Background: an optimization exercise with open tools, aiming at small area, a short achievable clock period and few clock cycles. Do not read the settings as production practice.
Only simulation tests tie the RTL to the original design; equivalence was not proved.

## flow/design.v (module list and top-level ports; edited modules follow where they fit)
// module S_BOX1: 202 lines
// module S_BOX2: 678 lines
// module S_BOX3: 164 lines
// module S_BOX4: 154 lines
// module S_BOX5: 204 lines
// module S_BOX6: 200 lines
// module S_BOX7: 158 lines
// module S_BOX8: 182 lines
// module F: 135 lines
// module KEY: 154 lines
// module IOTDF: 582 lines
module IOTDF( clk, rst, in_en, iot_in, fn_sel, busy, valid, iot_out);
  // ...
==> flow/flow/run.sh <==
#!/bin/bash
# The standard layout (the standard.sh, standard synthesis unchanged), except that the
# port buffers that buffer_ports inserts are plain sky130 buf_2 cells instead of the
# resizer's default pick (a slow delay cell). Every input and output still gets a buffer.
set -uo pipefail
export BUFFER_PORTS_ARGS="-buffer_cell sky130_fd_sc_hd__buf_2"
bash standard.sh > standard_flow.log 2>&1
==> flow/standard.sh <==
#!/bin/bash
# synth_recipe.tcl (not shown) runs the flow's synth.tcl, then flattens the netlist and writes it again
# the make line also repeats each setting of config.mk as NAME=value (left out here)
make -C /OpenROAD-flow-scripts/flow DESIGN_CONFIG=/design/flow/config.mk WORK_HOME=/design/flow/orfs CLKGATE_MAP_FILE= SYNTH_SCRIPT=/design/flow/synth_recipe.tcl "${@:-finish}"
==> flow/config.mk <==
export PLATFORM = sky130hd
export DESIGN_NAME = IOTDF
export DESIGN_NICKNAME = IOTDF
export VERILOG_FILES = /design/flow/design.v
export SDC_FILE = /design/flow/constraint.sdc
export NUM_CORES = 4
export LEC_CHECK = 0
export ABC_AREA = 1
export CAP_MARGIN = 20
export CORE_MARGIN = 2
export CORE_UTILIZATION = 60
export CTS_CLUSTER_DIAMETER = 100
export CTS_CLUSTER_SIZE = 25
export SETUP_SLACK_MARGIN = 4.4
export SLEW_MARGIN = 20
==> flow/constraint.sdc <==
create_clock -name core_clock -period 7.0 [get_ports {clk}]
set_input_delay 1.4000 -clock core_clock [delete_from_list [all_inputs] [get_ports {clk}]]
set_output_delay 1.4000 -clock core_clock [all_outputs]
set_load 0.01 [all_outputs]
==> results_dict.tcl, run 1 <==
set metrics [dict create \
    synthesis.nets 2475 \
    buf_share_pct 4.20 \
    gr-total-overflow 0 \
    crit_arrival_ns 1.23 \
    grt_pass1_vias 15942 \
    synthSimpleGateAreaFrac_pct 25.3 \
    grt_max_degree 77 \
    synth_top_family_by_area "simple AND/OR/NAND/NOR gates" \
    reg2reg_setup_slack_ns 4.50 \
    drt-total-wl_mm 58.7 \
    multi_input_area_sq_um 8670 \
    cts.htree.levels 1 \
    ys_ff_latch 438 \
    drt-pass1-iter-count 6 \
    ant_nets 0 \
    min_period_ns 2.63 \
    vias_per_cell 5.98 \
    wl_met1_mm 24.2 \
    met1_usage_pct 48.6 \
    crit_path_max_incr_delay_ns 0.49 \
    multi_input_area_share_pct 42.2 \
    r2r_end "A[62]$_DFF_P_" \
    syn_inst 2421 \
    final_cell_mix "nand2_1 (722), dfxtp_1 (320), inv_1 (202)" \
    holdPathEnd "B[111]$_DFF_P_" \
    dr_total_vias 17400 \
    rr_worst_depth 5 \
    status "timing/DRC/antenna clean" \
    top_usage_layer "met2" \
    rsz0062_at_grt "true" \
    regArea_sq_um 9120 \
    die_w_um 180 \
]
Testbench counts, summed over its fixed seeds: cycles 16,368.
==> module IOTDF, before the edit <==
module IOTDF( clk, rst, in_en, iot_in, fn_sel, busy, valid, iot_out);
input          clk;
input          rst;
input          in_en;
input  [7:0]   iot_in;
input  [2:0]   fn_sel;
output         busy;
output         valid;
output [127:0] iot_out;
reg [127:0] A, B;
reg [135:0] D;    
reg m_des, m_dec, m_crc, m_mm, m_min;
reg run;
reg [4:0] cnt;
reg busy_r, valid_r;
reg [2:0] blk;
reg pg, caseY;
reg oA_a, oA_b, oA_d, oB_a, oB_b, oB_d;
reg gA, lA, gB, lB;
reg des_have;
reg k_lde, k_ldd, k_l1, k_l1x, k_ring, k_l2, k_r1, k_r2, k_h, k_pld;
assign iot_out = A;
assign busy = busy_r;
assign valid = valid_r;
always @(posedge clk) begin
    m_des <= (fn_sel == 3'd1) | (fn_sel == 3'd2);
    m_dec <= (fn_sel == 3'd2);
    m_crc <= (fn_sel == 3'd3);
    m_mm  <= (fn_sel == 3'd4) | (fn_sel == 3'd5);
    m_min <= (fn_sel == 3'd5);
end
wire adv = run | in_en;
wire wrap = m_des ? cnt[4] : (cnt[3:0] == 4'd15);
wire [4:0] cnt_n = adv ? (wrap ? 5'd0 : cnt + 5'd1) : cnt;
always @(posedge clk or posedge rst) begin
    if (rst) begin
        run <= 1'b0;
        cnt <= 5'd0;
    end else begin
        run <= adv;
        cnt <= cnt_n;
    end
end
always @(posedge clk)
    D <= {iot_in, D[135:8]};
wire [7:0] at = ({8{oA_a}} & A[7:0]) | ({8{oA_b}} & B[7:0]) | ({8{oA_d}} & D[7:0]);
wire [7:0] bt = ({8{oB_a}} & A[7:0]) | ({8{oB_b}} & B[7:0]) | ({8{oB_d}} & D[7:0]);
wire first = (cnt[3:0] == 4'd0);
wire cfirst = (cnt[3:0] == 4'd1);
reg gta, lta, gtb, ltb, gtd, ltd;
always @(posedge clk) begin
    {gta, lta} <= cmp8(iot_in, A[15:8]);
    {gtb, ltb} <= cmp8(iot_in, B[15:8]);
    {gtd, ltd} <= cmp8(iot_in, D[15:8]);
end
wire gtA = (oA_a & gta) | (oA_b & gtb) | (oA_d & gtd);
wire ltA = (oA_a & lta) | (oA_b & ltb) | (oA_d & ltd);
wire gtB = (oB_a & gta) | (oB_b & gtb) | (oB_d & gtd);
wire ltB = (oB_a & lta) | (oB_b & ltb) | (oB_d & ltd);
wire fgA = gtA | (~ltA & ~cfirst & gA);
wire flA = ltA | (~gtA & ~cfirst & lA);
wire fgB = gtB | (~ltB & ~cfirst & gB);
wire flB = ltB | (~gtB & ~cfirst & lB);
wire betA = m_min ? flA : fgA;
wire betB = m_min ? flB : fgB;
wire dec_t = m_mm & run & first;
always @(posedge clk) begin
    gA <= fgA;
    lA <= flA;
    gB <= fgB;
    lB <= flB;
end
always @(posedge clk or posedge rst) begin
    if (rst) begin
        {oA_a, oA_b, oA_d, oB_a, oB_b, oB_d} <= 6'd0;
        blk <= 3'd0;
        pg <= 1'b0;
        caseY <= 1'b0;
    end else if (dec_t) begin
        blk <= blk + 3'd1;
        if (blk == 3'd7) begin
            pg <= 1'b1;
            caseY <= betA;
        end
        case (blk)
            3'd0: {oA_a, oA_b, oA_d, oB_a, oB_b, oB_d} <= 6'b010_001;
            3'd1: {oA_a, oA_b, oA_d, oB_a, oB_b, oB_d} <= betB ? 6'b001_010 : 6'b010_001;
            3'd7: {oA_a, oA_b, oA_d, oB_a, oB_b, oB_d} <= betA ? 6'b001_100 : (betB ? 6'b001_010 : 6'b010_010);
            default: {oA_a, oA_b, oA_d, oB_a, oB_b, oB_d} <= betA ? 6'b001_100 : (betB ? 6'b100_001 : 6'b100_010);
        endcase
    end
end
always @(posedge clk)
    B <= {bt, B[127:8]};
wire [63:0] RL = IPf(A[63:0]);
wire [31:0] Rr = RL[63:32];
wire [31:0] Lr = RL[31:0];
wire [55:0] ck = PC1f(A[127:64]);
wire [27:0] Cc = ck[55:28];
wire [27:0] Dc = ck[27:0];
wire [47:0] K = PC2f(ck);
wire [31:0] fo;
F f0 (.R(Rr), .K(K), .F_out(fo));
wire [63:0] ipt = IPf(D[71:8]);
wire [63:0] lr_round = FPf({Lr ^ fo, Rr});
wire [63:0] lr_load = FPf({ipt[31:0], ipt[63:32]});
wire [63:0] kn;
assign kn[0] = k_pld ? D[72] : A[72];
assign kn[1] = (k_ldd & D[73]) | (k_lde & D[81]) | (k_l2 & A[81]) | (k_r1 & A[124]) | (k_r2 & A[116]) | (k_h & A[65]) | (k_l1x & A[73]);
assign kn[2] = (k_ldd & D[74]) | (k_lde & D[82]) | (k_l2 & A[82]) | (k_r1 & A[121]) | (k_r2 & A[113]) | (k_h & A[66]) | (k_l1x & A[74]);
assign kn[3] = (k_ldd & D[75]) | (k_lde & D[83]) | (k_l2 & A[83]) | (k_r1 & A[122]) | (k_r2 & A[114]) | (k_h & A[67]) | (k_l1x & A[75]);
assign kn[4] = (k_ldd & D[76]) | (k_lde & D[84]) | (k_l2 & A[84]) | (k_r1 & A[125]) | (k_r2 & A[117]) | (k_h & A[68]) | (k_l1x & A[76]);
assign kn[5] = (k_ldd & D[77]) | (k_lde & D[85]) | (k_l2 & A[85]) | (k_r1 & A[126]) | (k_r2 & A[118]) | (k_h & A[69]) | (k_l1x & A[77]);
assign kn[6] = (k_ldd & D[78]) | (k_lde & D[86]) | (k_l2 & A[86]) | (k_r1 & A[127]) | (k_r2 & A[119]) | (k_h & A[70]) | (k_l1x & A[78]);
assign kn[7] = (k_ldd & D[79]) | (k_lde & D[87]) | (k_l2 & A[87]) | (k_r1 & A[92]) | (k_r2 & A[84]) | (k_h & A[71]) | (k_l1x & A[79]);
assign kn[8] = k_pld ? D[80] : A[80];
assign kn[9] = (k_ldd & D[81]) | (k_lde & D[89]) | (k_l2 & A[89]) | (k_r1 & A[65]) | (k_r2 & A[124]) | (k_h & A[73]) | (k_l1x & A[81]);
assign kn[10] = (k_ldd & D[82]) | (k_lde & D[90]) | (k_l2 & A[90]) | (k_r1 & A[66]) | (k_r2 & A[121]) | (k_h & A[74]) | (k_l1x & A[82]);
assign kn[11] = (k_ldd & D[83]) | (k_lde & D[91]) | (k_l2 & A[91]) | (k_r1 & A[67]) | (k_r2 & A[122]) | (k_h & A[75]) | (k_l1x & A[83]);
assign kn[12] = (k_ldd & D[84]) | (k_lde & D[92]) | (k_l2 & A[92]) | (k_r1 & A[68]) | (k_r2 & A[125]) | (k_h & A[76]) | (k_l1x & A[84]);
assign kn[13] = (k_ldd & D[85]) | (k_lde & D[93]) | (k_l2 & A[93]) | (k_r1 & A[69]) | (k_r2 & A[126]) | (k_h & A[77]) | (k_l1x & A[85]);
assign kn[14] = (k_ldd & D[86]) | (k_lde & D[94]) | (k_l2 & A[94]) | (k_r1 & A[70]) | (k_r2 & A[127]) | (k_h & A[78]) | (k_l1x & A[86]);
assign kn[15] = (k_ldd & D[87]) | (k_lde & D[95]) | (k_l2 & A[95]) | (k_r1 & A[71]) | (k_r2 & A[92]) | (k_h & A[79]) | (k_l1x & A[87]);
assign kn[16] = k_pld ? D[88] : A[88];
assign kn[17] = (k_ldd & D[89]) | (k_lde & D[97]) | (k_l2 & A[97]) | (k_r1 & A[73]) | (k_r2 & A[65]) | (k_h & A[81]) | (k_l1x & A[89]);
assign kn[18] = (k_ldd & D[90]) | (k_lde & D[98]) | (k_l2 & A[98]) | (k_r1 & A[74]) | (k_r2 & A[66]) | (k_h & A[82]) | (k_l1x & A[90]);
assign kn[19] = (k_ldd & D[91]) | (k_lde & D[99]) | (k_l2 & A[99]) | (k_r1 & A[75]) | (k_r2 & A[67]) | (k_h & A[83]) | (k_l1x & A[91]);
assign kn[20] = (k_ldd & D[92]) | (k_lde & D[100]) | (k_l2 & A[71]) | (k_r1 & A[76]) | (k_r2 & A[68]) | (k_h & A[84]) | (k_l1x & A[92]);
assign kn[21] = (k_ldd & D[93]) | (k_lde & D[101]) | (k_l2 & A[101]) | (k_r1 & A[77]) | (k_r2 & A[69]) | (k_h & A[85]) | (k_l1x & A[93]);
assign kn[22] = (k_ldd & D[94]) | (k_lde & D[102]) | (k_l2 & A[102]) | (k_r1 & A[78]) | (k_r2 & A[70]) | (k_h & A[86]) | (k_l1x & A[94]);
assign kn[23] = (k_ldd & D[95]) | (k_lde & D[103]) | (k_l2 & A[103]) | (k_r1 & A[79]) | (k_r2 & A[71]) | (k_h & A[87]) | (k_l1x & A[95]);
assign kn[24] = k_pld ? D[96] : A[96];
assign kn[25] = (k_ldd & D[97]) | (k_lde & D[105]) | (k_l2 & A[105]) | (k_r1 & A[81]) | (k_r2 & A[73]) | (k_h & A[89]) | (k_l1x & A[97]);
assign kn[26] = (k_ldd & D[98]) | (k_lde & D[106]) | (k_l2 & A[106]) | (k_r1 & A[82]) | (k_r2 & A[74]) | (k_h & A[90]) | (k_l1x & A[98]);
assign kn[27] = (k_ldd & D[99]) | (k_lde & D[107]) | (k_l2 & A[107]) | (k_r1 & A[83]) | (k_r2 & A[75]) | (k_h & A[91]) | (k_l1x & A[99]);
assign kn[28] = (k_ldd & D[100]) | (k_lde & D[79]) | (k_l2 & A[79]) | (k_r1 & A[84]) | (k_r2 & A[76]) | (k_h & A[92]) | (k_l1 & A[71]) | (k_ring & A[100]);
assign kn[29] = (k_ldd & D[101]) | (k_lde & D[109]) | (k_l2 & A[109]) | (k_r1 & A[85]) | (k_r2 & A[77]) | (k_h & A[93]) | (k_l1x & A[101]);
assign kn[30] = (k_ldd & D[102]) | (k_lde & D[110]) | (k_l2 & A[110]) | (k_r1 & A[86]) | (k_r2 & A[78]) | (k_h & A[94]) | (k_l1x & A[102]);
assign kn[31] = (k_ldd & D[103]) | (k_lde & D[111]) | (k_l2 & A[111]) | (k_r1 & A[87]) | (k_r2 & A[79]) | (k_h & A[95]) | (k_l1x & A[103]);
assign kn[32] = k_pld ? D[104] : A[104];
assign kn[33] = (k_ldd & D[105]) | (k_lde & D[113]) | (k_l2 & A[113]) | (k_r1 & A[89]) | (k_r2 & A[81]) | (k_h & A[97]) | (k_l1x & A[105]);
assign kn[34] = (k_ldd & D[106]) | (k_lde & D[114]) | (k_l2 & A[114]) | (k_r1 & A[90]) | (k_r2 & A[82]) | (k_h & A[98]) | (k_l1x & A[106]);
assign kn[35] = (k_ldd & D[107]) | (k_lde & D[115]) | (k_l2 & A[115]) | (k_r1 & A[91]) | (k_r2 & A[83]) | (k_h & A[99]) | (k_l1x & A[107]);
assign kn[36] = (k_ldd & D[108]) | (k_lde & D[116]) | (k_l2 & A[116]) | (k_r1 & A[123]) | (k_r2 & A[115]) | (k_h & A[100]) | (k_l1x & A[108]);
assign kn[37] = (k_ldd & D[109]) | (k_lde & D[117]) | (k_l2 & A[117]) | (k_r1 & A[93]) | (k_r2 & A[85]) | (k_h & A[101]) | (k_l1x & A[109]);
assign kn[38] = (k_ldd & D[110]) | (k_lde & D[118]) | (k_l2 & A[118]) | (k_r1 & A[94]) | (k_r2 & A[86]) | (k_h & A[102]) | (k_l1x & A[110]);
assign kn[39] = (k_ldd & D[111]) | (k_lde & D[119]) | (k_l2 & A[119]) | (k_r1 & A[95]) | (k_r2 & A[87]) | (k_h & A[103]) | (k_l1x & A[111]);
assign kn[40] = k_pld ? D[112] : A[112];
assign kn[41] = (k_ldd & D[113]) | (k_lde & D[121]) | (k_l2 & A[121]) | (k_r1 & A[97]) | (k_r2 & A[89]) | (k_h & A[105]) | (k_l1x & A[113]);
assign kn[42] = (k_ldd & D[114]) | (k_lde & D[122]) | (k_l2 & A[122]) | (k_r1 & A[98]) | (k_r2 & A[90]) | (k_h & A[106]) | (k_l1x & A[114]);
assign kn[43] = (k_ldd & D[115]) | (k_lde & D[123]) | (k_l2 & A[123]) | (k_r1 & A[99]) | (k_r2 & A[91]) | (k_h & A[107]) | (k_l1x & A[115]);
assign kn[44] = (k_ldd & D[116]) | (k_lde & D[124]) | (k_l2 & A[124]) | (k_r1 & A[100]) | (k_r2 & A[123]) | (k_h & A[108]) | (k_l1x & A[116]);
assign kn[45] = (k_ldd & D[117]) | (k_lde & D[125]) | (k_l2 & A[125]) | (k_r1 & A[101]) | (k_r2 & A[93]) | (k_h & A[109]) | (k_l1x & A[117]);
assign kn[46] = (k_ldd & D[118]) | (k_lde & D[126]) | (k_l2 & A[126]) | (k_r1 & A[102]) | (k_r2 & A[94]) | (k_h & A[110]) | (k_l1x & A[118]);
assign kn[47] = (k_ldd & D[119]) | (k_lde & D[127]) | (k_l2 & A[127]) | (k_r1 & A[103]) | (k_r2 & A[95]) | (k_h & A[111]) | (k_l1x & A[119]);
assign kn[48] = k_pld ? D[120] : A[120];
assign kn[49] = (k_ldd & D[121]) | (k_lde & D[129]) | (k_l2 & A[66]) | (k_r1 & A[105]) | (k_r2 & A[97]) | (k_h & A[113]) | (k_l1x & A[121]);
assign kn[50] = (k_ldd & D[122]) | (k_lde & D[130]) | (k_l2 & A[67]) | (k_r1 & A[106]) | (k_r2 & A[98]) | (k_h & A[114]) | (k_l1x & A[122]);
assign kn[51] = (k_ldd & D[123]) | (k_lde & D[131]) | (k_l2 & A[100]) | (k_r1 & A[107]) | (k_r2 & A[99]) | (k_h & A[115]) | (k_l1x & A[123]);
assign kn[52] = (k_ldd & D[124]) | (k_lde & D[132]) | (k_l2 & A[65]) | (k_r1 & A[108]) | (k_r2 & A[100]) | (k_h & A[116]) | (k_l1x & A[124]);
assign kn[53] = (k_ldd & D[125]) | (k_lde & D[133]) | (k_l2 & A[68]) | (k_r1 & A[109]) | (k_r2 & A[101]) | (k_h & A[117]) | (k_l1x & A[125]);
assign kn[54] = (k_ldd & D[126]) | (k_lde & D[134]) | (k_l2 & A[69]) | (k_r1 & A[110]) | (k_r2 & A[102]) | (k_h & A[118]) | (k_l1x & A[126]);
assign kn[55] = (k_ldd & D[127]) | (k_lde & D[135]) | (k_l2 & A[70]) | (k_r1 & A[111]) | (k_r2 & A[103]) | (k_h & A[119]) | (k_l1x & A[127]);
assign kn[56] = k_pld ? D[128] : (m_des ? A[64] : at[0]);
assign kn[57] = (k_ldd & D[129]) | (k_lde & D[74]) | (k_l2 & A[74]) | (k_r1 & A[113]) | (k_r2 & A[105]) | (k_h & A[121]) | (k_l1 & A[66]) | (k_ring & at[1]);
assign kn[58] = (k_ldd & D[130]) | (k_lde & D[75]) | (k_l2 & A[75]) | (k_r1 & A[114]) | (k_r2 & A[106]) | (k_h & A[122]) | (k_l1 & A[67]) | (k_ring & at[2]);
assign kn[59] = (k_ldd & D[131]) | (k_lde & D[108]) | (k_l2 & A[108]) | (k_r1 & A[115]) | (k_r2 & A[107]) | (k_h & A[123]) | (k_l1 & A[100]) | (k_ring & at[3]);
assign kn[60] = (k_ldd & D[132]) | (k_lde & D[73]) | (k_l2 & A[73]) | (k_r1 & A[116]) | (k_r2 & A[108]) | (k_h & A[124]) | (k_l1 & A[65]) | (k_ring & at[4]);
assign kn[61] = (k_ldd & D[133]) | (k_lde & D[76]) | (k_l2 & A[76]) | (k_r1 & A[117]) | (k_r2 & A[109]) | (k_h & A[125]) | (k_l1 & A[68]) | (k_ring & at[5]);
assign kn[62] = (k_ldd & D[134]) | (k_lde & D[77]) | (k_l2 & A[77]) | (k_r1 & A[118]) | (k_r2 & A[110]) | (k_h & A[126]) | (k_l1 & A[69]) | (k_ring & at[6]);
assign kn[63] = (k_ldd & D[135]) | (k_lde & D[78]) | (k_l2 & A[78]) | (k_r1 & A[119]) | (k_r2 & A[111]) | (k_h & A[127]) | (k_l1 & A[70]) | (k_ring & at[7]);
wire [3:0] c4 = cnt_n[3:0];
wire ks1 = (c4 == 4'd0) | (c4 == 4'd7) | (c4 == 4'd14);
wire ke15 = (c4 == 4'd15);
always @(posedge clk or posedge rst) begin
    if (rst) begin
        des_have <= 1'b0;
        busy_r <= 1'b0;
        valid_r <= 1'b0;
    end else begin
        if (m_des & cnt[4])
            des_have <= 1'b1;
        busy_r <= m_des & (cnt_n == 5'd15);
        valid_r <= m_mm ? dec_t & (((blk == 3'd7) & ~betA) | ((blk == 3'd0) & pg) | ((blk == 3'd1) & pg & caseY))
                 : m_crc ? (cnt[3:0] == 4'd15)
                 : m_des & des_have & (cnt == 5'd15);
    end
end
always @(posedge clk) begin
    k_ldd <= m_des & m_dec & cnt_n[4];
    k_lde <= m_des & ~m_dec & cnt_n[4];
    k_l1 <= m_des & ~m_dec & ~cnt_n[4] & ks1;
    k_l1x <= ~m_des | (~m_dec & ~cnt_n[4] & ks1);
    k_ring <= ~m_des;
    k_l2 <= m_des & ~m_dec & ~cnt_n[4] & ~ks1 & ~ke15;
    k_h  <= m_des & ~m_dec & ~cnt_n[4] & ke15;
    k_r1 <= m_des & m_dec & ~cnt_n[4] & (ks1 | ke15);
    k_r2 <= m_des & m_dec & ~cnt_n[4] & ~ks1 & ~ke15;
    k_pld <= m_des & cnt_n[4];
end
wire [1:0] crc_next = (first ? 2'b00 : A[2:1]) ^ crcf(cnt[3:0], iot_in);
reg sel_rnd, sel_ld;
always @(posedge clk) begin
    sel_rnd <= m_des & ~cnt_n[4];
    sel_ld <= m_des & cnt_n[4];
end
wire [63:0] A_ring = m_crc ? {A[71:11], crc_next, A[8]} : A[71:8];
wire [63:0] lr_other = sel_ld ? lr_load : A_ring;
always @(posedge clk) begin
    A[63:0] <= sel_rnd ? lr_round : lr_other;
    A[127:64] <= kn;
end
function [1:0] cmp8;
    input [7:0] a;
    input [7:0] b;
    reg [7:0] g1, l1;
    reg [3:0] g2, l2;
    reg [1:0] g3, l3;
    integer i;
    begin
        for (i = 0; i < 8; i = i + 1) begin
            g1[i] = a[i] & ~b[i];
            l1[i] = ~a[i] & b[i];
        end
        for (i = 0; i < 4; i = i + 1) begin
            g2[i] = g1[2*i+1] | (~l1[2*i+1] & g1[2*i]);
            l2[i] = l1[2*i+1] | (~g1[2*i+1] & l1[2*i]);
        end
        for (i = 0; i < 2; i = i + 1) begin
            g3[i] = g2[2*i+1] | (~l2[2*i+1] & g2[2*i]);
            l3[i] = l2[2*i+1] | (~g2[2*i+1] & l2[2*i]);
        end
        cmp8[1] = g3[1] | (~l3[1] & g3[0]);
        cmp8[0] = l3[1] | (~g3[1] & l3[0]);
    end
endfunction
function [63:0] IPf;
    input [63:0] x;
    begin
        IPf[0] = x[57];
        IPf[1] = x[49];
        IPf[2] = x[41];
        IPf[3] = x[33];
        IPf[4] = x[25];
        IPf[5] = x[17];
        IPf[6] = x[9];
        IPf[7] = x[1];
        IPf[8] = x[59];
        IPf[9] = x[51];
        IPf[10] = x[43];
        IPf[11] = x[35];
        IPf[12] = x[27];
        IPf[13] = x[19];
        IPf[14] = x[11];
        IPf[15] = x[3];
        IPf[16] = x[61];
        IPf[17] = x[53];
        IPf[18] = x[45];
        IPf[19] = x[37];
        IPf[20] = x[29];
        IPf[21] = x[21];
        IPf[22] = x[13];
        IPf[23] = x[5];
        IPf[24] = x[63];
        IPf[25] = x[55];
        IPf[26] = x[47];
        IPf[27] = x[39];
        IPf[28] = x[31];
        IPf[29] = x[23];
        IPf[30] = x[15];
        IPf[31] = x[7];
        IPf[32] = x[56];
        IPf[33] = x[48];
        IPf[34] = x[40];
        IPf[35] = x[32];
        IPf[36] = x[24];
        IPf[37] = x[16];
        IPf[38] = x[8];
        IPf[39] = x[0];
        IPf[40] = x[58];
        IPf[41] = x[50];
        IPf[42] = x[42];
        IPf[43] = x[34];
        IPf[44] = x[26];
        IPf[45] = x[18];
        IPf[46] = x[10];
        IPf[47] = x[2];
        IPf[48] = x[60];
        IPf[49] = x[52];
        IPf[50] = x[44];
        IPf[51] = x[36];
        IPf[52] = x[28];
        IPf[53] = x[20];
        IPf[54] = x[12];
        IPf[55] = x[4];
        IPf[56] = x[62];
        IPf[57] = x[54];
        IPf[58] = x[46];
        IPf[59] = x[38];
        IPf[60] = x[30];
        IPf[61] = x[22];
        IPf[62] = x[14];
        IPf[63] = x[6];
    end
endfunction
function [63:0] FPf;
    input [63:0] x;
    begin
        FPf[0] = x[39];
        FPf[1] = x[7];
        FPf[2] = x[47];
        FPf[3] = x[15];
        FPf[4] = x[55];
        FPf[5] = x[23];
        FPf[6] = x[63];
        FPf[7] = x[31];
        FPf[8] = x[38];
        FPf[9] = x[6];
        FPf[10] = x[46];
        FPf[11] = x[14];
        FPf[12] = x[54];
        FPf[13] = x[22];
        FPf[14] = x[62];
        FPf[15] = x[30];
        FPf[16] = x[37];
        FPf[17] = x[5];
        FPf[18] = x[45];
        FPf[19] = x[13];
        FPf[20] = x[53];
        FPf[21] = x[21];
        FPf[22] = x[61];
        FPf[23] = x[29];
        FPf[24] = x[36];
        FPf[25] = x[4];
        FPf[26] = x[44];
        FPf[27] = x[12];
        FPf[28] = x[52];
        FPf[29] = x[20];
        FPf[30] = x[60];
        FPf[31] = x[28];
        FPf[32] = x[35];
        FPf[33] = x[3];
        FPf[34] = x[43];
        FPf[35] = x[11];
        FPf[36] = x[51];
        FPf[37] = x[19];
        FPf[38] = x[59];
        FPf[39] = x[27];
        FPf[40] = x[34];
        FPf[41] = x[2];
        FPf[42] = x[42];
        FPf[43] = x[10];
        FPf[44] = x[50];
        FPf[45] = x[18];
        FPf[46] = x[58];
        FPf[47] = x[26];
        FPf[48] = x[33];
        FPf[49] = x[1];
        FPf[50] = x[41];
        FPf[51] = x[9];
        FPf[52] = x[49];
        FPf[53] = x[17];
        FPf[54] = x[57];
        FPf[55] = x[25];
        FPf[56] = x[32];
        FPf[57] = x[0];
        FPf[58] = x[40];
        FPf[59] = x[8];
        FPf[60] = x[48];
        FPf[61] = x[16];
        FPf[62] = x[56];
        FPf[63] = x[24];
    end
endfunction
function [55:0] PC1f;
    input [63:0] x;
    begin
        PC1f[0] = x[60];
        PC1f[1] = x[52];
        PC1f[2] = x[44];
        PC1f[3] = x[36];
        PC1f[4] = x[59];
        PC1f[5] = x[51];
        PC1f[6] = x[43];
        PC1f[7] = x[35];
        PC1f[8] = x[27];
        PC1f[9] = x[19];
        PC1f[10] = x[11];
        PC1f[11] = x[3];
        PC1f[12] = x[58];
        PC1f[13] = x[50];
        PC1f[14] = x[42];
        PC1f[15] = x[34];
        PC1f[16] = x[26];
        PC1f[17] = x[18];
        PC1f[18] = x[10];
        PC1f[19] = x[2];
        PC1f[20] = x[57];
        PC1f[21] = x[49];
        PC1f[22] = x[41];
        PC1f[23] = x[33];
        PC1f[24] = x[25];
        PC1f[25] = x[17];
        PC1f[26] = x[9];
        PC1f[27] = x[1];
        PC1f[28] = x[28];
        PC1f[29] = x[20];
        PC1f[30] = x[12];
        PC1f[31] = x[4];
        PC1f[32] = x[61];
        PC1f[33] = x[53];
        PC1f[34] = x[45];
        PC1f[35] = x[37];
        PC1f[36] = x[29];
        PC1f[37] = x[21];
        PC1f[38] = x[13];
        PC1f[39] = x[5];
        PC1f[40] = x[62];
        PC1f[41] = x[54];
        PC1f[42] = x[46];
        PC1f[43] = x[38];
        PC1f[44] = x[30];
        PC1f[45] = x[22];
        PC1f[46] = x[14];
        PC1f[47] = x[6];
        PC1f[48] = x[63];
        PC1f[49] = x[55];
        PC1f[50] = x[47];
        PC1f[51] = x[39];
        PC1f[52] = x[31];
        PC1f[53] = x[23];
        PC1f[54] = x[15];
        PC1f[55] = x[7];
    end
endfunction
function [47:0] PC2f;
    input [55:0] x;
    begin
        PC2f[0] = x[24];
        PC2f[1] = x[27];
        PC2f[2] = x[20];
        PC2f[3] = x[6];
        PC2f[4] = x[14];
        PC2f[5] = x[10];
        PC2f[6] = x[3];
        PC2f[7] = x[22];
        PC2f[8] = x[0];
        PC2f[9] = x[17];
        PC2f[10] = x[7];
        PC2f[11] = x[12];
        PC2f[12] = x[8];
        PC2f[13] = x[23];
        PC2f[14] = x[11];
        PC2f[15] = x[5];
        PC2f[16] = x[16];
        PC2f[17] = x[26];
        PC2f[18] = x[1];
        PC2f[19] = x[9];
        PC2f[20] = x[19];
        PC2f[21] = x[25];
        PC2f[22] = x[4];
        PC2f[23] = x[15];
        PC2f[24] = x[54];
        PC2f[25] = x[43];
        PC2f[26] = x[36];
        PC2f[27] = x[29];
        PC2f[28] = x[49];
        PC2f[29] = x[40];
        PC2f[30] = x[48];
        PC2f[31] = x[30];
        PC2f[32] = x[52];
        PC2f[33] = x[44];
        PC2f[34] = x[37];
        PC2f[35] = x[33];
        PC2f[36] = x[46];
        PC2f[37] = x[35];
        PC2f[38] = x[50];
        PC2f[39] = x[41];
        PC2f[40] = x[28];
        PC2f[41] = x[53];
        PC2f[42] = x[51];
        PC2f[43] = x[55];
        PC2f[44] = x[32];
        PC2f[45] = x[45];
        PC2f[46] = x[39];
        PC2f[47] = x[42];
    end
endfunction
function [63:0] invPC1;
    input [55:0] x;
    begin
        invPC1[0] = 1'b0;
        invPC1[1] = x[27];
        invPC1[2] = x[19];
        invPC1[3] = x[11];
        invPC1[4] = x[31];
        invPC1[5] = x[39];
        invPC1[6] = x[47];
        invPC1[7] = x[55];
        invPC1[8] = 1'b0;
        invPC1[9] = x[26];
        invPC1[10] = x[18];
        invPC1[11] = x[10];
        invPC1[12] = x[30];
        invPC1[13] = x[38];
        invPC1[14] = x[46];
        invPC1[15] = x[54];
        invPC1[16] = 1'b0;
        invPC1[17] = x[25];
        invPC1[18] = x[17];
        invPC1[19] = x[9];
        invPC1[20] = x[29];
        invPC1[21] = x[37];
        invPC1[22] = x[45];
        invPC1[23] = x[53];
        invPC1[24] = 1'b0;
        invPC1[25] = x[24];
        invPC1[26] = x[16];
        invPC1[27] = x[8];
        invPC1[28] = x[28];
        invPC1[29] = x[36];
        invPC1[30] = x[44];
        invPC1[31] = x[52];
        invPC1[32] = 1'b0;
        invPC1[33] = x[23];
        invPC1[34] = x[15];
        invPC1[35] = x[7];
        invPC1[36] = x[3];
        invPC1[37] = x[35];
        invPC1[38] = x[43];
        invPC1[39] = x[51];
        invPC1[40] = 1'b0;
        invPC1[41] = x[22];
        invPC1[42] = x[14];
        invPC1[43] = x[6];
        invPC1[44] = x[2];
        invPC1[45] = x[34];
        invPC1[46] = x[42];
        invPC1[47] = x[50];
        invPC1[48] = 1'b0;
        invPC1[49] = x[21];
        invPC1[50] = x[13];
        invPC1[51] = x[5];
        invPC1[52] = x[1];
        invPC1[53] = x[33];
        invPC1[54] = x[41];
        invPC1[55] = x[49];
        invPC1[56] = 1'b0;
        invPC1[57] = x[20];
        invPC1[58] = x[12];
        invPC1[59] = x[4];
        invPC1[60] = x[0];
        invPC1[61] = x[32];
        invPC1[62] = x[40];
        invPC1[63] = x[48];
    end
endfunction
function [1:0] crcf;
    input [3:0] p;
    input [7:0] b;
    begin
        case (p)
            4'd0: crcf = {^(b & 8'd109), ^(b & 8'd219)};
            4'd1: crcf = {^(b & 8'd219), ^(b & 8'd182)};
            4'd2: crcf = {^(b & 8'd182), ^(b & 8'd109)};
            4'd3: crcf = {^(b & 8'd109), ^(b & 8'd219)};
            4'd4: crcf = {^(b & 8'd219), ^(b & 8'd182)};
            4'd5: crcf = {^(b & 8'd182), ^(b & 8'd109)};
            4'd6: crcf = {^(b & 8'd109), ^(b & 8'd219)};
            4'd7: crcf = {^(b & 8'd219), ^(b & 8'd182)};
            4'd8: crcf = {^(b & 8'd182), ^(b & 8'd109)};
            4'd9: crcf = {^(b & 8'd109), ^(b & 8'd219)};
            4'd10: crcf = {^(b & 8'd219), ^(b & 8'd182)};
            4'd11: crcf = {^(b & 8'd182), ^(b & 8'd109)};
            4'd12: crcf = {^(b & 8'd109), ^(b & 8'd219)};
            4'd13: crcf = {^(b & 8'd219), ^(b & 8'd182)};
            4'd14: crcf = {^(b & 8'd182), ^(b & 8'd109)};
            4'd15: crcf = {^(b & 8'd109), ^(b & 8'd219)};
        endcase
    end
endfunction
endmodule
==> inputs of run 2 (changes only) <==
--- a/flow/design.v
+++ b/flow/design.v
@@ -2249,7 +2249,6 @@
 reg oA_a, oA_b, oA_d, oB_a, oB_b, oB_d;
 reg gA, lA, gB, lB;
 reg des_have;
-reg k_lde, k_ldd, k_l1, k_l1x, k_ring, k_l2, k_r1, k_r2, k_h, k_pld;
 assign iot_out = A;
 assign busy = busy_r;
 assign valid = valid_r;
@@ -2400,7 +2399,7 @@
 assign kn[61] = (k_ldd & D[133]) | (k_lde & D[76]) | (k_l2 & A[76]) | (k_r1 & A[117]) | (k_r2 & A[109]) | (k_h & A[125]) | (k_l1 & A[68]) | (k_ring & at[5]);
 assign kn[62] = (k_ldd & D[134]) | (k_lde & D[77]) | (k_l2 & A[77]) | (k_r1 & A[118]) | (k_r2 & A[110]) | (k_h & A[126]) | (k_l1 & A[69]) | (k_ring & at[6]);
 assign kn[63] = (k_ldd & D[135]) | (k_lde & D[78]) | (k_l2 & A[78]) | (k_r1 & A[119]) | (k_r2 & A[111]) | (k_h & A[127]) | (k_l1 & A[70]) | (k_ring & at[7]);
-wire [3:0] c4 = cnt_n[3:0];
+wire [3:0] c4 = cnt[3:0];
 wire ks1 = (c4 == 4'd0) | (c4 == 4'd7) | (c4 == 4'd14);
 wire ke15 = (c4 == 4'd15);
 always @(posedge clk or posedge rst) begin
@@ -2417,24 +2416,19 @@
                  : m_des & des_have & (cnt == 5'd15);
     end
 end
-always @(posedge clk) begin
-    k_ldd <= m_des & m_dec & cnt_n[4];
-    k_lde <= m_des & ~m_dec & cnt_n[4];
-    k_l1 <= m_des & ~m_dec & ~cnt_n[4] & ks1;
-    k_l1x <= ~m_des | (~m_dec & ~cnt_n[4] & ks1);
-    k_ring <= ~m_des;
-    k_l2 <= m_des & ~m_dec & ~cnt_n[4] & ~ks1 & ~ke15;
-    k_h  <= m_des & ~m_dec & ~cnt_n[4] & ke15;
-    k_r1 <= m_des & m_dec & ~cnt_n[4] & (ks1 | ke15);
-    k_r2 <= m_des & m_dec & ~cnt_n[4] & ~ks1 & ~ke15;
-    k_pld <= m_des & cnt_n[4];
-end
+wire k_ldd = m_des & m_dec & cnt[4];
+wire k_lde = m_des & ~m_dec & cnt[4];
+wire k_l1 = m_des & ~m_dec & ~cnt[4] & ks1;
+wire k_l1x = ~m_des | (~m_dec & ~cnt[4] & ks1);
+wire k_ring = ~m_des;
+wire k_l2 = m_des & ~m_dec & ~cnt[4] & ~ks1 & ~ke15;
+wire k_h  = m_des & ~m_dec & ~cnt[4] & ke15;
+wire k_r1 = m_des & m_dec & ~cnt[4] & (ks1 | ke15);
+wire k_r2 = m_des & m_dec & ~cnt[4] & ~ks1 & ~ke15;
+wire k_pld = m_des & cnt[4];
 wire [1:0] crc_next = (first ? 2'b00 : A[2:1]) ^ crcf(cnt[3:0], iot_in);
-reg sel_rnd, sel_ld;
-always @(posedge clk) begin
-    sel_rnd <= m_des & ~cnt_n[4];
-    sel_ld <= m_des & cnt_n[4];
-end
+wire sel_rnd = m_des & ~cnt[4];
+wire sel_ld = m_des & cnt[4];
 wire [63:0] A_ring = m_crc ? {A[71:11], crc_next, A[8]} : A[71:8];
 wire [63:0] lr_other = sel_ld ? lr_load : A_ring;
 always @(posedge clk) begin
==> flow/flow/run.sh (replaced) <==
#!/bin/bash
# The standard layout (the standard.sh, standard synthesis unchanged), except that the
# port buffers that buffer_ports inserts are plain sky130 buf_1 cells instead of the
# resizer's default pick (a slow delay cell). Every input and output still gets a buffer.
set -uo pipefail
export BUFFER_PORTS_ARGS="-buffer_cell sky130_fd_sc_hd__buf_1"
bash standard.sh > standard_flow.log 2>&1
==> results_dict.tcl, run 2 <==
set metrics [dict create \
    status "timing/DRC/antenna clean" \
    cp_num_buf_inv 1 \
    start_util_pct 60.5 \
    dr_total_vias 17542 \
    critPathTopFamily "flip-flops" \
    gr-total-overflow 0 \
    regMostFlops "D" \
    path_cells "buf_1" \
    hold_violations 0 \
    synth.most_common_cell "nand2_1" \
    drt-total-wl_mm 59.5 \
    cp-startpoint "A[20]$_DFF_P_" \
    layout_commonest_cell "nand2_1" \
    hold_path.class "flip-flop to flip-flop" \
    grt_max_degree 67 \
    yosysTopAreaCell "dfxtp_1" \
    relSlewSlack_pct 34.3 \
    gp_congestion 0.980 \
    grt_pass1_wl_mm 88.3 \
    rows 64 \
    vias_per_cell 6.07 \
    synth_common_cells "nand2_1 (714), dfxtp_1 (407), inv_1 (247)" \
    ant_nets 0 \
    die-area_sq_um 32100 \
    clk_pin_slew_ns 0.10 \
    die_h_um 179 \
    synth-edff-count 0 \
    synthDistinctLibCells 53 \
    slew_viol_final 0 \
    rsz0062_at_grt "true" \
    final_cell_mix "nand2_1 (712), dfxtp_1 (314), inv_1 (243)" \
    antenna_found_initial 0 \
    syn_area_per_cell_sq_um 7.76 \
    cts.htree.levels 1 \
    hpwl_mm 43.9 \
    start_kind "flip-flop" \
    multi_input_area_sq_um 8460 \
    drc 0 \
    cts.sinks 427 \
    ys.flop_type "dfxtp_1" \
    hold-worst-slack_ns 0.324 \
    grt_pass1_vias 15584 \
    largest_register_ffs 136 \
    cts_tree "yes" \
    synthArstFlopShare_pct 4.68 \
    fmax_ghz 0.382 \
    crit_arrival_ns 1.22 \
    crit_fanout 3 \
    area_growth_pct 10.1 \
    synthTopCellsByArea "dfxtp_1 (44%), nand2_1 (15%), inv_1 (5.0%), nand3_1 (3.5%), o21ai_0 (3.0%)" \
    numCtsBuffers 21 \
    syn_inst 2373 \
    post-route-period-util_pct 37.4 \
    cts_root_buf "clkbuf_16" \
    regArea_sq_um 8880 \
    portBuffers 143 \
    finalSetupTns_ns 0 \
    r2r-start "cnt[4]$_DFF_PP0_" \
    synthesis.nets 2427 \
    ys_warn_count 11 \
    synth-seq-area-share_pct 47.0 \
    yosys.area.top_type_share_pct 44.3 \
    syn_area_sq_um 18400 \
    reg_top3 "D: 136 flops, A: 128 flops, B: 128 flops" \
    wl_per_cell_um 20.6 \
    grt_usage_pct 35.9 \
    die_w_um 179 \
    clockBufferDepth 3 \
    min_from "D[90]$_DFF_P_" \
    worst_slew_pin_slew_ns 0.985 \
    clkLatencyLatePin_ns 0.55 \
    ys_ff_latch 427 \
    maxCapViolCount 0 \
    drtIter0Drc 2362 \
    setup_viol_count_final 0 \
    fin_skew_ns 0.0308 \
    antennaDiodeCount 0 \
    drt-pass1-iter-count 6 \
    worstSetupEndpointType "primary output" \
    worstSetupPathType "flip-flop to primary output" \
    num_io_pins 144 \
    core_sq_um 30400 \
    critPathRequiredTime_ns 5.60 \
    crit_path_top_delay_cell "dfxtp_1" \
    crit_path_max_incr_delay_ns 0.50 \
    min_period_ns 2.62 \
    n_fill_cell 2550 \
    ctsHoldBuffers 0 \
    drive_gt1_share_pct 9.07 \
    nNetsFinal 2541 \
]
-- run 2: cell types whose count changed after synthesis, sizes merged, moves of 20 or more --
| cell | delta |
|---|---|
| a21oi | -45 |
| inv | +49 |
| o22ai | +20 |
| o2111ai | +29 |
| a22o | -32 |
| nand4 | -41 |
| clkbuf | -26 |
| o211ai | +25 |
-- run 2: area by class of cell --
type,count,share of cell area [%]
clock inverter,2,0.191
timing repair inverter,1,0.0370
clock buffer,26,2.69
timing repair buffer,169,3.91
multi-input combinational,1603,41.7
tap,396,2.44
sequential,427,43.8
inverter,264,5.16
-- run 2: timing repair --
item / CTS / global route
buffers inserted: 6 / 12
resized for setup: 132 / 61
setup endpoints to repair: 197 / 102
pin swaps: 0 / 3
cloned: 0 / 1
-- run 2: kinds of logic after synthesis --
logic type	count (synthesis)	share of synthesized area [%]
AOI/OAI and AO/OA	434	15.5
xor gates and xnor gates	65	3.68
adders and majority gates	40	2.72
buffers and inverters	343	7.45
DFF	427	47.0
and+or+nand+nor	1064	23.6
-- run 2: routing by layer --
metal	vias to the layer above	global-route usage, %	part of all wire (%)
met2	1127	54.4	43
met5	-	0	0
met3	204	6.45	12
li1	8068	-	-
met4	0	14.2	4.5
met1	8143	50.7	40
-- run 2: path summary, 6_finish.rpt --
kind                       depth (start not counted)                 end  slack, ns
max                                                1         iot_out[20]       4.38
min reg2reg                                        0       D[82]$_DFF_P_       0.32
min                                                0       D[82]$_DFF_P_       0.32
max reg2reg                                        9       A[78]$_DFF_P_       4.54
min in group asynchronous                          2   valid_r$_DFF_PP0_       0.98
max in group asynchronous                          2  blk[0]$_DFFE_PP0P_       5.50
-- run 2: stage by stage --
stage          area (sq um)  utilization (%)  worst slack [ns]  cells
2_1_floorplan         18400                -              4.41   2373
3_3_place_gp          19100             62.8              2.88   2841
3_5_place_dp          19100             62.8              2.79   2841
4_1_cts               20000             65.8              4.39   2875
5_1_grt               20300             66.6              4.34   2888
6_report              20300             66.6              4.38   2888
-- run 2: worst reg2reg max path, delay by kind of cell (launching register included) --
family | cells | cell delay, ns
compound gates | 4 | 0.49
buf+inv | 2 | 0.93
flops | 1 | 0.44
simple gates | 3 | 0.55
Testbench counts of run 2, summed over its fixed seeds: cycles 16,368.
==> inputs of run 3 (changes only) <==
==> flow/flow/run.sh (replaced) <==
#!/bin/bash
# The standard layout (the standard.sh, standard synthesis unchanged) with two changes:
#  - the port buffers that buffer_ports inserts are plain sky130 buf_1 cells instead of the
#    resizer's default pick (a slow delay cell); every input and output still gets a buffer;
#  - before floorplanning, every cell that synthesis upsized is set back to the smallest drive
#    strength of its family (flow/downsize.tcl); the flow's timing repair upsizes what needs it.
set -uo pipefail
HERE=$(cd "$(dirname "$0")" && pwd)
export BUFFER_PORTS_ARGS="-buffer_cell sky130_fd_sc_hd__buf_1"
export PRE_FLOORPLAN_TCL="$HERE/downsize.tcl"
bash standard.sh > standard_flow.log 2>&1
==> flow/flow/downsize.tcl (new file) <==
# Resize every standard cell that synthesis gave a drive strength above the smallest to the
# smallest drive strength of the same cell family (same function and pins). Timing repair
# later in the flow upsizes the cells that need it.
set db [ord::get_db]
set block [ord::get_db_block]
set swapped 0
foreach inst [$block getInsts] {
  set m [$inst getMaster]
  set n [$m getName]
  if {![regexp {^(sky130_fd_sc_hd__[a-z0-9]+)_([0-9]+)$} $n -> base drv]} { continue }
  set best $m
  set barea [expr {[$m getWidth] * [$m getHeight]}]
  foreach d {0 1 2} {
    if {$d >= $drv} { break }
    set c [$db findMaster ${base}_$d]
    if {$c eq "NULL" || $c eq ""} { continue }
    set a [expr {[$c getWidth] * [$c getHeight]}]
    if {$a < $barea} { set best $c; set barea $a }
  }
  if {$best ne $m} {
    if {[$inst swapMaster $best]} { incr swapped }
  }
}
puts "downsize: swapped $swapped instances to a smaller drive strength"
==> results_dict.tcl, run 3 <==
set metrics [dict create \
    relSlewSlack_pct 45.7 \
    drc 0 \
    drt-total-wl_mm 60.2 \
    cts_tree "yes" \
    min_period_ns 2.62 \
    vias_per_cell 6.07 \
    die-area_sq_um 31600 \
    critPathTopFamily "flip-flops" \
    finalSetupTns_ns 0 \
    final_cell_mix "nand2_1 (716), dfxtp_1 (311), inv_1 (239)" \
    grt_pass1_wl_mm 91.0 \
    portBuffers 143 \
    status "timing/DRC/antenna clean" \
    die_h_um 178 \
    post-route-period-util_pct 37.5 \
    maxCapViolCount 0 \
    rows 63 \
    fin_skew_ns 0.0340 \
    gr-total-overflow 0 \
    wl_per_cell_um 20.9 \
    cts.htree.levels 1 \
    postLayoutCoreUtil_pct 67.9 \
    worst_slew_pin_slew_ns 0.814 \
    place_area_sq_um 18900 \
    hold_violations 0 \
    largest_register_ffs 136 \
    clk_pin_slew_ns 0.10 \
    layout_commonest_cell "nand2_1" \
    crit_path_top_delay_cell "dfxtp_2" \
    grt_pass1_vias 15864 \
    cts_root_buf "clkbuf_16" \
    gp_congestion 0.967 \
    clkLatencyLatePin_ns 0.56 \
    fmax_ghz 0.381 \
    syn_inst 2373 \
    grt_max_degree 67 \
    ant_nets 0 \
    slew_viol_final 0 \
    num_io_pins 144 \
    regMostFlops "D" \
    critPathRequiredTime_ns 5.60 \
    clockBufferDepth 3 \
    cp_num_buf_inv 1 \
    crit_arrival_ns 1.22 \
    crit_path_max_incr_delay_ns 0.50 \
    nNetsFinal 2543 \
    die_w_um 178 \
    fin_area_sq_um 20200 \
    worstSetupPathType "flip-flop to primary output" \
    grt_usage_pct 37.4 \
    worstSetupEndpointType "primary output" \
    drtIter0Drc 2483 \
    rsz0062_at_grt "true" \
    hold_path.class "flip-flop to flip-flop" \
    antennaDiodeCount 0 \
    setup_viol_count_final 0 \
    antenna_found_initial 0 \
    synthesis.nets 2427 \
    cts.sinks 427 \
    start_kind "flip-flop" \
    crit_fanout 3 \
    ys_warn_count 11 \
    start_util_pct 61.0 \
    numCtsBuffers 21 \
    core_sq_um 29700 \
    drive_gt1_share_pct 8.78 \
    drt-pass1-iter-count 7 \
    path_cells "buf_1" \
    reg_top3 "D: 136 flops, A: 128 flops, B: 128 flops" \
    dr_total_vias 17517 \
    hpwl_mm 43.7 \
]
==> run 3: stage by stage <==
step / setup WS [ns] / hold slack, ns / std cells
after detailed placement: 3.04 / 0.312 / 2838
after CTS: 4.34 / 0.326 / 2870
after floorplan: 4.41 / 0.310 / 2373
final: 4.38 / 0.323 / 2884
after global routing: 4.35 / 0.331 / 2884
after global placement: 3.16 / 0.310 / 2838
==> run 3: metal layers <==
layer	up-vias	track usage [%]	wire, um
li1	8074	-	-
met5	-	0	0
met2	1138	54.5	24800
met4	0	16.8	3250
met1	8067	52.4	24300
met3	238	8.95	7880
==> run 3: worst reg2reg max path, stage by stage (launching register included) <==
cell and delay [ns]:
dfxtp_2 0.34, buf_8 0.29, clkinv_8 0.26, nor2_2 0.26, inv_6 0.17, nor2_4 0.28
nand2_4 0.28, inv_8 0.28, nand2_1 0.09, nand2_1 0.06, a221oi_1 0.05, o2111ai_1 0.11
==> run 3: area by class of cell <==
class | count | area (sq um)
multi-input cells | 1603 | 8390
flip-flops and latches | 427 | 8880
fillers | 2478 | 9530
inverters | 264 | 1040
repair buffers | 171 | 796
repair inverters | 1 | 7.51
well taps | 390 | 488
clock inverters | 2 | 38.8
clock buffers | 26 | 544
==> run 3: timing repair <==
item / CTS / global route
resized for setup: 144 / 85
endpoints found under the setup margin: 155 / 118
hold buffers: 0 / 0
setup buffers: 4 / 13
cloned: 0 / 1
pin swaps: 3 / 7
hold endpoints to repair: 0 / 0
==> run 3: final timing paths <==
kind                                            to  cells past startpoint           from  slack [ns]
worst max register to register      A[127]$_DFF_P_                     11  m_des$_DFF_P_        4.45
worst min register to register       B[38]$_DFF_P_                      0  B[46]$_DFF_P_        0.32
min in group asynchronous         cnt[1]$_DFF_PP0_                      2            rst        0.99
worst min-delay path                 B[38]$_DFF_P_                      0  B[46]$_DFF_P_        0.32
max in group asynchronous       blk[0]$_DFFE_PP0P_                      2            rst        5.49
worst max-delay path                   iot_out[20]                      1  A[20]$_DFF_P_        4.38
==> inputs of run 4 (changes only) <==
--- a/flow/design.v
+++ b/flow/design.v
@@ -2276,24 +2276,25 @@
 wire [7:0] at = ({8{oA_a}} & A[7:0]) | ({8{oA_b}} & B[7:0]) | ({8{oA_d}} & D[7:0]);
 wire [7:0] bt = ({8{oB_a}} & A[7:0]) | ({8{oB_b}} & B[7:0]) | ({8{oB_d}} & D[7:0]);
 wire first = (cnt[3:0] == 4'd0);
+wire dec_t;
 wire cfirst = (cnt[3:0] == 4'd1);
-reg gta, lta, gtb, ltb, gtd, ltd;
+wire [5:0] op_now = {oA_a, oA_b, oA_d, oB_a, oB_b, oB_d};
+reg [5:0] op_new;
+wire [5:0] op_nx = dec_t ? op_new : op_now;
+wire [7:0] at_nx = ({8{op_nx[5]}} & A[15:8]) | ({8{op_nx[4]}} & B[15:8]) | ({8{op_nx[3]}} & D[15:8]);
+wire [7:0] bt_nx = ({8{op_nx[2]}} & A[15:8]) | ({8{op_nx[1]}} & B[15:8]) | ({8{op_nx[0]}} & D[15:8]);
+reg gtA, ltA, gtB, ltB;
 always @(posedge clk) begin
-    {gta, lta} <= cmp8(iot_in, A[15:8]);
-    {gtb, ltb} <= cmp8(iot_in, B[15:8]);
-    {gtd, ltd} <= cmp8(iot_in, D[15:8]);
+    {gtA, ltA} <= cmp8(iot_in, at_nx);
+    {gtB, ltB} <= cmp8(iot_in, bt_nx);
 end
-wire gtA = (oA_a & gta) | (oA_b & gtb) | (oA_d & gtd);
-wire ltA = (oA_a & lta) | (oA_b & ltb) | (oA_d & ltd);
-wire gtB = (oB_a & gta) | (oB_b & gtb) | (oB_d & gtd);
-wire ltB = (oB_a & lta) | (oB_b & ltb) | (oB_d & ltd);
 wire fgA = gtA | (~ltA & ~cfirst & gA);
 wire flA = ltA | (~gtA & ~cfirst & lA);
 wire fgB = gtB | (~ltB & ~cfirst & gB);
 wire flB = ltB | (~gtB & ~cfirst & lB);
 wire betA = m_min ? flA : fgA;
 wire betB = m_min ? flB : fgB;
-wire dec_t = m_mm & run & first;
+assign dec_t = m_mm & run & first;
 always @(posedge clk) begin
     gA <= fgA;
     lA <= flA;
@@ -2312,14 +2313,17 @@
             pg <= 1'b1;
             caseY <= betA;
         end
-        case (blk)
-            3'd0: {oA_a, oA_b, oA_d, oB_a, oB_b, oB_d} <= 6'b010_001;
-            3'd1: {oA_a, oA_b, oA_d, oB_a, oB_b, oB_d} <= betB ? 6'b001_010 : 6'b010_001;
-            3'd7: {oA_a, oA_b, oA_d, oB_a, oB_b, oB_d} <= betA ? 6'b001_100 : (betB ? 6'b001_010 : 6'b010_010);
-            default: {oA_a, oA_b, oA_d, oB_a, oB_b, oB_d} <= betA ? 6'b001_100 : (betB ? 6'b100_001 : 6'b100_010);
-        endcase
+        {oA_a, oA_b, oA_d, oB_a, oB_b, oB_d} <= op_new;
     end
 end
+always @(*) begin
+    case (blk)
+        3'd0: op_new = 6'b010_001;
+        3'd1: op_new = betB ? 6'b001_010 : 6'b010_001;
+        3'd7: op_new = betA ? 6'b001_100 : (betB ? 6'b001_010 : 6'b010_010);
+        default: op_new = betA ? 6'b001_100 : (betB ? 6'b100_001 : 6'b100_010);
+    endcase
+end
 always @(posedge clk)
     B <= {bt, B[127:8]};
 wire [63:0] RL = IPf(A[63:0]);
==> results_dict.tcl, run 4 <==
set metrics [dict create \
    status "timing/DRC/antenna clean" \
    drt-pass1-iter-count 8 \
    drc 0 \
    gp_congestion 0.968 \
    ys_warn_count 11 \
    layout_commonest_cell "nand2_1" \
    portBuffers 143 \
    crit_path_top_delay_cell "dfxtp_2" \
    wl_per_cell_um 20.6 \
    worstSetupEndpointType "primary output" \
    hold_path.class "flip-flop to flip-flop" \
    crit_path_max_incr_delay_ns 0.51 \
    setup_viol_count_final 0 \
    relSlewSlack_pct 44.9 \
    hold_violations 0 \
    min_period_ns 2.64 \
    drtIter0Drc 2595 \
    antenna_found_initial 1 \
    start_kind "flip-flop" \
    dr_total_vias 17436 \
    antennaDiodeCount 0 \
    cts.sinks 425 \
    final_cell_mix "nand2_1 (697), dfxtp_1 (313), inv_1 (220)" \
    synthesis.nets 2377 \
    rsz0062_at_grt "true" \
    dp_slack_ns 3.50 \
    grt_usage_pct 36.7 \
    drive_gt1_share_pct 11.1 \
    critPathTopFamily "flip-flops" \
    num_io_pins 144 \
    numCtsBuffers 20 \
    hpwl_mm 40.9 \
    cts_tree "yes" \
    drt-total-wl_mm 58.8 \
    regMostFlops "D" \
    clk_pin_slew_ns 0.10 \
    syn_inst 2323 \
    r2r_end "gtB$_DFF_P_" \
    post-route-period-util_pct 37.8 \
    grt_max_degree 98 \
    finalWorstSetupSlack_ns 4.36 \
    fin_skew_ns 0.0203 \
    r2r-start "cnt[0]$_DFF_PP0_" \
    slew_viol_final 0 \
    grt_pass1_vias 16358 \
    die_h_um 177 \
    largest_register_ffs 136 \
    crit_fanout 7 \
    core_sq_um 29600 \
    vias_per_cell 6.11 \
    maxCapViolCount 0 \
    n_fill_cell 2420 \
    finalSetupTns_ns 0 \
    start_util_pct 60.9 \
    critPathRequiredTime_ns 5.60 \
    cp_num_buf_inv 1 \
    clkLatencyLatePin_ns 0.55 \
    ant_nets 0 \
    holdPathEnd "B[22]$_DFF_P_" \
    nNetsFinal 2516 \
    reg_top3 "D: 136 flops, A: 128 flops, B: 128 flops" \
    min_from "B[30]$_DFF_P_" \
    rr_worst_depth 17 \
    crit_arrival_ns 1.24 \
    cts.htree.levels 1 \
    cp-startpoint "A[83]$_DFF_P_" \
    cts_root_buf "clkbuf_16" \
    worstSetupPathType "flip-flop to primary output" \
    gr-total-overflow 0 \
    reg2reg_setup_slack_ns 4.37 \
    die_w_um 177 \
    worst_slew_pin_slew_ns 0.820 \
    die-area_sq_um 31400 \
    fmax_ghz 0.378 \
    rows 63 \
    path_cells "buf_1" \
    clockBufferDepth 3 \
    grt_pass1_wl_mm 90.0 \
    hold_depth 0 \
]
-- run 4: how the worst max path moves through the flow --
stage	depth (start not counted)	to
CTS	17	gtA$_DFF_P_
detailed placement	9	A[87]$_DFF_P_
finish	1	iot_out[83]
floorplan	9	A[1]$_DFF_P_
global placement	9	A[106]$_DFF_P_
global route	19	ltA$_DFF_P_
-- run 4: metrics by stage --
| stage | hold slack (ns) | area (sq um) | cells | utilization [%] |
|---|---|---|---|---|
| 3_5_place_dp | 0.312 | 18900 | 2789 | 63.9 |
| 3_3_place_gp | 0.311 | 18900 | 2789 | 63.9 |
| 5_1_grt | 0.331 | 20600 | 2855 | 69.7 |
| 6_report | 0.321 | 20600 | 2855 | 69.7 |
| 2_1_floorplan | 0.310 | 18000 | 2323 | - |
| 4_1_cts | 0.328 | 20000 | 2831 | 67.5 |
-- run 4: timing repair --
action / in CTS / in global routing
endpoints found under the hold margin: 0 / 0
pin swaps: 9 / 12
gates cloned: 4 / 2
buffers inserted: 13 / 22
hold buffers: 0 / 0
setup endpoints to repair: 214 / 132
gates resized for setup: 151 / 114
-- run 4: area by class of cell --
type | count | area (sq um) | share of cell area, %
Sequential cell | 425 | 8830 | 42.9
Timing Repair inverter | 1 | 7.51 | 0.0365
Timing Repair Buffer | 192 | 1030 | 5.01
Tap cell | 390 | 488 | 2.37
Clock buffer | 25 | 541 | 2.63
Multi-Input combinational cell | 1585 | 8780 | 42.6
Inverter | 237 | 915 | 4.44
-- run 4: layer usage --
layer / GRT usage (%) / up-vias / part of all wire (%)
li1: - / 8016 / -
met1: 49.0 / 8032 / 39
met2: 56.5 / 1130 / 44
met3: 7.58 / 258 / 11
met4: 18.1 / 0 / 5.6
met5: 0 / - / 0
Testbench counts of run 4, summed over its fixed seeds: cycles 16,368.

-- re-timing with driven ports --
The results above use ideal ports. As a check the final layouts listed here were re-extracted and re-timed, cells and wires unchanged.
Step 1 sets driving cells, clkbuf_16 on the clock port and buf_2 on the other inputs (assumed; they add their load-dependent delay and slew).
Step 2, shift: input delay + t, output delay - t, t = (earliest + latest rising clock arrival at the registers) / 2. This alone moves slack from input paths to output paths.
Slacks: ideal / step 1 / step 2; pairs: ideal / step 1.
run	shift t [ns]	slack for setup (ns)	latest minus earliest clock arrival (ns)	worst slew at a driven data input, ns
run 1	0.590	4.368 / 4.315 / 4.220	0.030 / 0.030	0.03
run 2	0.589	4.382 / 4.328 / 3.914	0.033 / 0.032	0.04
run 3	0.593	4.377 / 4.325 / 3.955	0.038 / 0.038	0.03
run 4	0.593	4.356 / 4.301 / 4.001	0.025 / 0.026	0.04
After both steps setup and hold are still met in every run listed. The setup slack of run 2, which loses most, moves by -0.054 ns with the drivers and by -0.468 ns with both steps.
